Context: an optimization exercise on an open-source flow, tuned for small area. The choices shown serve that exercise and are no tape-out recipe. In this exercise RTL edits were held to simulation tests only and were not proved equivalent to the original. Power figures rest on the tool's default switching activity, not on a simulated workload. No driver is modelled on the clock port, so clocking that relies on it looks cheaper here than on a real chip.

== indigo ==
==> flow/design.v (excerpt) <==
module uart_top (
    input wire         clk_i,
    input wire         reset_i,
    input wire         rx_data_i,
    output wire        tx_data_o,
    input wire         psel_i,
    input wire         penable_i,
    input wire         pwrite_i,
    input wire  [4:0]  paddr_i,
    input wire  [31:0] pwdata_i,
    output reg  [31:0] prdata_o,
    output wire        pready_o,
    output wire        pslverr_o
);
    wire acc    = psel_i & penable_i;
    wire wr     = acc & pwrite_i;
    wire rd     = acc & ~pwrite_i;
    wire a_cfg  = (paddr_i == 5'h00);
    wire a_txd  = (paddr_i == 5'h08);
    wire a_rxd  = (paddr_i == 5'h0C);
    wire a_baud = (paddr_i == 5'h10);
    assign pready_o  = 1'b1;
    assign pslverr_o = psel_i & paddr_i[4] & (|paddr_i[3:0]);
    reg        tx_en, tx_clr, rx_en, rx_clr;
    reg [7:0]  tx_data_r;
    reg [15:0] baud_div;
    always @(posedge clk_i) begin
        if (reset_i) begin
            tx_en     <= 1'b0;
            tx_clr    <= 1'b0;
            rx_en     <= 1'b0;
            rx_clr    <= 1'b0;
            tx_data_r <= 8'h00;
            baud_div  <= 16'h0029;
        end else begin
            if (wr & a_cfg) begin
                tx_en  <= pwdata_i[0];
                tx_clr <= pwdata_i[1];
                rx_en  <= pwdata_i[2];
                rx_clr <= pwdata_i[3];
            end
            if (wr & a_txd)  tx_data_r <= pwdata_i[7:0];
            if (wr & a_baud) baud_div  <= pwdata_i[15:0];
        end
    end
    wire       tick;
    wire       tx_busy, tx_ovrn, rx_busy, rx_ovrn;
    wire [4:0] tx_lvl, rx_lvl;
    wire [7:0] rx_head;
    wire       rx_valid = (rx_lvl != 5'd0);
    uart_baud u_baud (
        .clk_i(clk_i), .reset_i(reset_i),
        .en_i(tx_en | rx_en), .div_i(baud_div),
        .wr_i(wr & a_baud), .wdata_i(pwdata_i[15:0]),
        .tick_o(tick)
    );
    uart_txp u_tx (
        .clk_i(clk_i), .reset_i(reset_i), .tick_i(tick),
  ...
Size: ~1200 cells after synthesis.
clock: 5.0 ns
lec_check: 0
abc_area: 1
cap_margin: 20
core_margin: 2
core_utilization: 60
slew_margin: 20
standard.sh (not shown) runs the stock make flow with config.mk's settings and CLKGATE_MAP_FILE= SYNTH_SCRIPT=/design/flow/synth_recipe.tcl, a recipe that flattens the netlist after the stock synthesis.
==> flow/flow/run.sh <==
#!/bin/bash
# The standard layout (standard.sh), with our own choices for:
#  - ABC's area script: synthesis is the standard flow's, with the same registers;
#    only the mapping of the logic between them differs
#  - the cell that buffers each port (buf_1)
#  - clock tree synthesis options (no dummy loads, clkbuf_16 clusters,
#    clkbuf_8 root)
# Each tool's full output goes to the ORFS logs under orfs/logs/, and
# make's output to flow_make.log.
set -euo pipefail
rm -rf scripts_local
cp -r "$FLOW_HOME/scripts" scripts_local
cp flow/abc_area.script scripts_local/abc_area.script
export SCRIPTS_DIR="$PWD/scripts_local"
export BUFFER_PORTS_ARGS="-buffer_cell sky130_fd_sc_hd__buf_1"
export CTS_ARGS='-sink_clustering_enable -repair_clock_nets -dont_use_dummy_load -buf_list sky130_fd_sc_hd__clkbuf_16 -sink_clustering_size 30 -sink_clustering_max_diameter 100 -sink_clustering_buffer sky130_fd_sc_hd__clkbuf_16 -root_buf sky130_fd_sc_hd__clkbuf_8'
bash standard.sh > flow_make.log 2>&1
==> flow/flow/abc_area.script <==
strash
dc2
dch -f
amap
topo
stime -c
buffer -c
upsize -c
dnsize -c
The final layout from indigo, which completed every stage, passed the timing, DRC and antenna checks at the end of the flow.
Edits applied to the flow inputs when going from indigo to willow:
--- a/flow/flow/run.sh
+++ b/flow/flow/run.sh
@@ -2,3 +2,4 @@
 # The standard layout (standard.sh), with our own choices for:
-#  - ABC's area script: synthesis is the standard flow's, with the same registers;
+#  - ABC's area script (area mapping, then ABC's own timing repair):
+#    synthesis is the standard flow's, with the same registers;
 #    only the mapping of the logic between them differs
Findings:
indigo -> willow: global placer's final weighted congestion delta 0, exact match
Re post-route core utilization: no difference whatsoever between indigo and willow.
Status: sequential power parity (indigo, willow)
> inputs changed (willow -> fjord)
--- a/flow/flow/run.sh
+++ b/flow/flow/run.sh
@@ -2,4 +2,3 @@
 # The standard layout (standard.sh), with our own choices for:
-#  - ABC's area script (area mapping, then ABC's own timing repair):
-#    synthesis is the standard flow's, with the same registers;
+#  - ABC's area script: synthesis is the standard flow's, with the same registers;
 #    only the mapping of the logic between them differs
==> flow/flow/abc_area.script <==
strash
dc2
dch -f
amap
topo
stime -c
--- a/flow/config.mk
+++ b/flow/config.mk
@@ -11,2 +11,3 @@
 export CORE_UTILIZATION = 60
+export SETUP_SLACK_MARGIN = 0.2
 export SLEW_MARGIN = 20
### Flow results
From willow to fjord the numbers moved as follows: global-route usage over all layers rose by 1.4 points; global-route wire length before repair has increased; wire length per cell saw an increase. Via count in fjord vs willow: up about 1.8%. Taking willow as the reference point, the combinational power of fjord rises by about 2%. fjord vs willow — total wirelength of the detailed-routed design rose about 3%. Post-layout instance area across fjord and willow: no real change. Summary of fjord over willow: number of distinct library cell variants in the gate-level netlist after synthesis now smaller, total leakage power decreased by about 4% relative to the old numbers. Looking at buffer count excluding the clock tree in the final layout across fjord and willow, the one that comes out higher is fjord. The total power of willow and that of fjord are within noise of each other.

Setup of JK:
uart_top, a different RTL version from the one above (not shown whole).
Size in the first run: about 940 cells after synthesis, about 380 flip-flops, about 78 I/O pins.
clock: 5.0 ns
lec_check: 0
abc_area: 1
cap_margin: 20
core_margin: 2
core_utilization: 60
slew_margin: 20
==> flow/flow/run.sh <==
#!/bin/bash
# The standard layout (standard.sh), with our own choices for:
#  - ABC's area script: synthesis is the standard flow's, with the same registers;
#    only the mapping of the logic between them differs
#  - the cell that buffers each port (buf_1)
#  - clock tree synthesis options (no dummy loads, clkbuf_16 clusters)
# Each tool's full output goes to the ORFS logs under orfs/logs/, and
# make's output to flow_make.log.
set -euo pipefail
rm -rf scripts_local
cp -r "$FLOW_HOME/scripts" scripts_local
cp flow/abc_area.script scripts_local/abc_area.script
export SCRIPTS_DIR="$PWD/scripts_local"
export BUFFER_PORTS_ARGS="-buffer_cell sky130_fd_sc_hd__buf_1"
export CTS_ARGS="-sink_clustering_enable -repair_clock_nets -dont_use_dummy_load -buf_list sky130_fd_sc_hd__clkbuf_16 -sink_clustering_size 32 -sink_clustering_max_diameter 90"
bash standard.sh > flow_make.log 2>&1
==> flow/flow/abc_area.script <==
strash
dc2
dch -f
amap
topo
stime -c
Both conditions hold for JK: the flow ran to the end and the final layout passed the timing, DRC and antenna checks.
> inputs changed (JK -> MS)
- setting PLACE_DENSITY to 0.75 for the first time
- changing CORE_UTILIZATION from 60 to 70
-- flow/flow/run.sh --
<<< JK, line 14
export BUFFER_PORTS_ARGS="-buffer_cell sky130_fd_sc_hd__buf_1"
export CTS_ARGS="-sink_clustering_enable -repair_clock_nets -dont_use_dummy_load -buf_list sky130_fd_sc_hd__clkbuf_16 -sink_clustering_size 32 -sink_clustering_max_diameter 90"
bash standard.sh > flow_make.log 2>&1
>>> MS, line 14
export BUFFER_PORTS_ARGS="-buffer_cell sky130_fd_sc_hd__buf_1"
export CTS_ARGS="-sink_clustering_enable -repair_clock_nets -dont_use_dummy_load -buf_list sky130_fd_sc_hd__clkbuf_16 -sink_clustering_size 30 -sink_clustering_max_diameter 100"
bash standard.sh > flow_make.log 2>&1
Findings:
Looking at routed wire length, MS sits below JK.
met2 usage in global routing up 3.3 points in MS wrt JK
Clock network fraction of total power: higher on MS
MS against JK: fraction of area in clock buffers and inverters went up; ratio of final minimum period to clock period went up; post-route met1 wirelength went down; CTS clock-pin slew for the worst setup and hold paths did not really move; core box area went down.
Status: portion of the layout cell area used by non-clock buffers parity (JK, MS)
Looking at amount of wire on met3 after detailed routing across MS and JK, the one that comes out higher is MS.
The following lists how AL was set up differently from MS:
- changing CORE_UTILIZATION from 70 to 60
- removing PLACE_DENSITY (formerly 0.75)
==> flow/flow/run.sh <==
#!/bin/bash
# The standard layout (standard.sh), with our own choices for:
#  - ABC's area script: synthesis is the standard flow's, with the same registers;
#    only the mapping of the logic between them differs
#  - the cell that buffers each port (buf_1)
#  - clock tree synthesis options (no dummy loads, clkbuf_16 clusters,
#    clkbuf_8 root)
# Each tool's full output goes to the ORFS logs under orfs/logs/, and
# make's output to flow_make.log.
set -euo pipefail
rm -rf scripts_local
cp -r "$FLOW_HOME/scripts" scripts_local
cp flow/abc_area.script scripts_local/abc_area.script
export SCRIPTS_DIR="$PWD/scripts_local"
export BUFFER_PORTS_ARGS="-buffer_cell sky130_fd_sc_hd__buf_1"
export CTS_ARGS='-sink_clustering_enable -repair_clock_nets -dont_use_dummy_load -buf_list sky130_fd_sc_hd__clkbuf_16 -sink_clustering_size 30 -sink_clustering_max_diameter 100 -sink_clustering_buffer sky130_fd_sc_hd__clkbuf_16 -root_buf sky130_fd_sc_hd__clkbuf_8'
bash standard.sh > flow_make.log 2>&1
[summary]
Re clock share of power: MS was higher than AL.
The final reports for AL and MS show power share of the sequential group higher in the former.
Of AL and MS, the run reporting the higher via total after detailed routing was AL.
Taking MS as the reference, in AL design area flat; power down 0.76%; number of max-slew violations in the final report flat.
--- input diff AL..TR ---
==> flow/flow/run.sh <==
#!/bin/bash
set -euo pipefail
export BUFFER_PORTS_ARGS="-buffer_cell sky130_fd_sc_hd__buf_1"
export CTS_ARGS="-sink_clustering_enable -repair_clock_nets -dont_use_dummy_load -buf_list sky130_fd_sc_hd__clkbuf_16 -sink_clustering_size 30 -sink_clustering_max_diameter 100"
bash standard.sh > flow_make.log 2>&1
removed: flow/flow/abc_area.script
Results
- TR: full flow OK, the timing, DRC and antenna checks passed
- When TR is set beside AL, its final critical delay including setup and external delays turns out to be 0.73 ns smaller.
- Taking AL as the reference, in TR routed via count divided by cell count decreased by 8.8% relative to the old numbers, layout net count increased by 8.7% relative to the old numbers, XOR/XNOR share of the synthesized area increased by 1.2 points relative to the old numbers, die area increased by 850 sq um relative to the old numbers, global-route usage decreased by 1.4 points relative to the old numbers.
- Diff AL..TR | initial standard-cell utilization of the core | negligible
- In the reports for AL and TR, the larger final critical-path share of the clock period belongs to AL.
- The run showing the smaller compound-gate portion of the synthesized area is TR.
- Post-route worst setup slack delta for TR relative to AL: 0.73 ns higher
- Of the two values seen for last element of the critical path, prdata_o[4] was produced by TR and prdata_o[3] by AL.

static timing again, ports no longer ideal:
The results above use ideal ports. As a check the final layouts listed here were re-extracted and re-timed, cells and wires unchanged. Step 1 sets driving cells, clkbuf_16 on the clock port and buf_2 on the other inputs (assumed; they add their load-dependent delay and slew). Step 2 times the ports against the registers' clock, not the clock port: input delays grow and output delays shrink by t, the midpoint of the rising clock arrivals with the driver on. Three values: no drivers, after step 1, after step 2; two values: the first two.
run	shift t [ns]	slack for setup (ns)	slew at the worst register clock pin (ns)
indigo	0.581	0.452 / 0.407 / 0.989	0.11 / 0.11
willow	0.581	0.452 / 0.407 / 0.989	0.11 / 0.11
fjord	0.593	0.373 / 0.328 / 0.837	0.11 / 0.11
JK	0.539	0.531 / 0.483 / 0.368	0.12 / 0.12
MS	0.529	0.365 / 0.322 / 0.294	0.11 / 0.11
AL	0.593	0.502 / 0.457 / 0.334	0.12 / 0.12
TR	0.554	1.230 / 1.211 / 1.072	0.11 / 0.11
After both steps every run listed still meets setup and hold. The setup slack of AL, which loses most, moves by -0.045 ns with the drivers and by -0.168 ns with both steps.
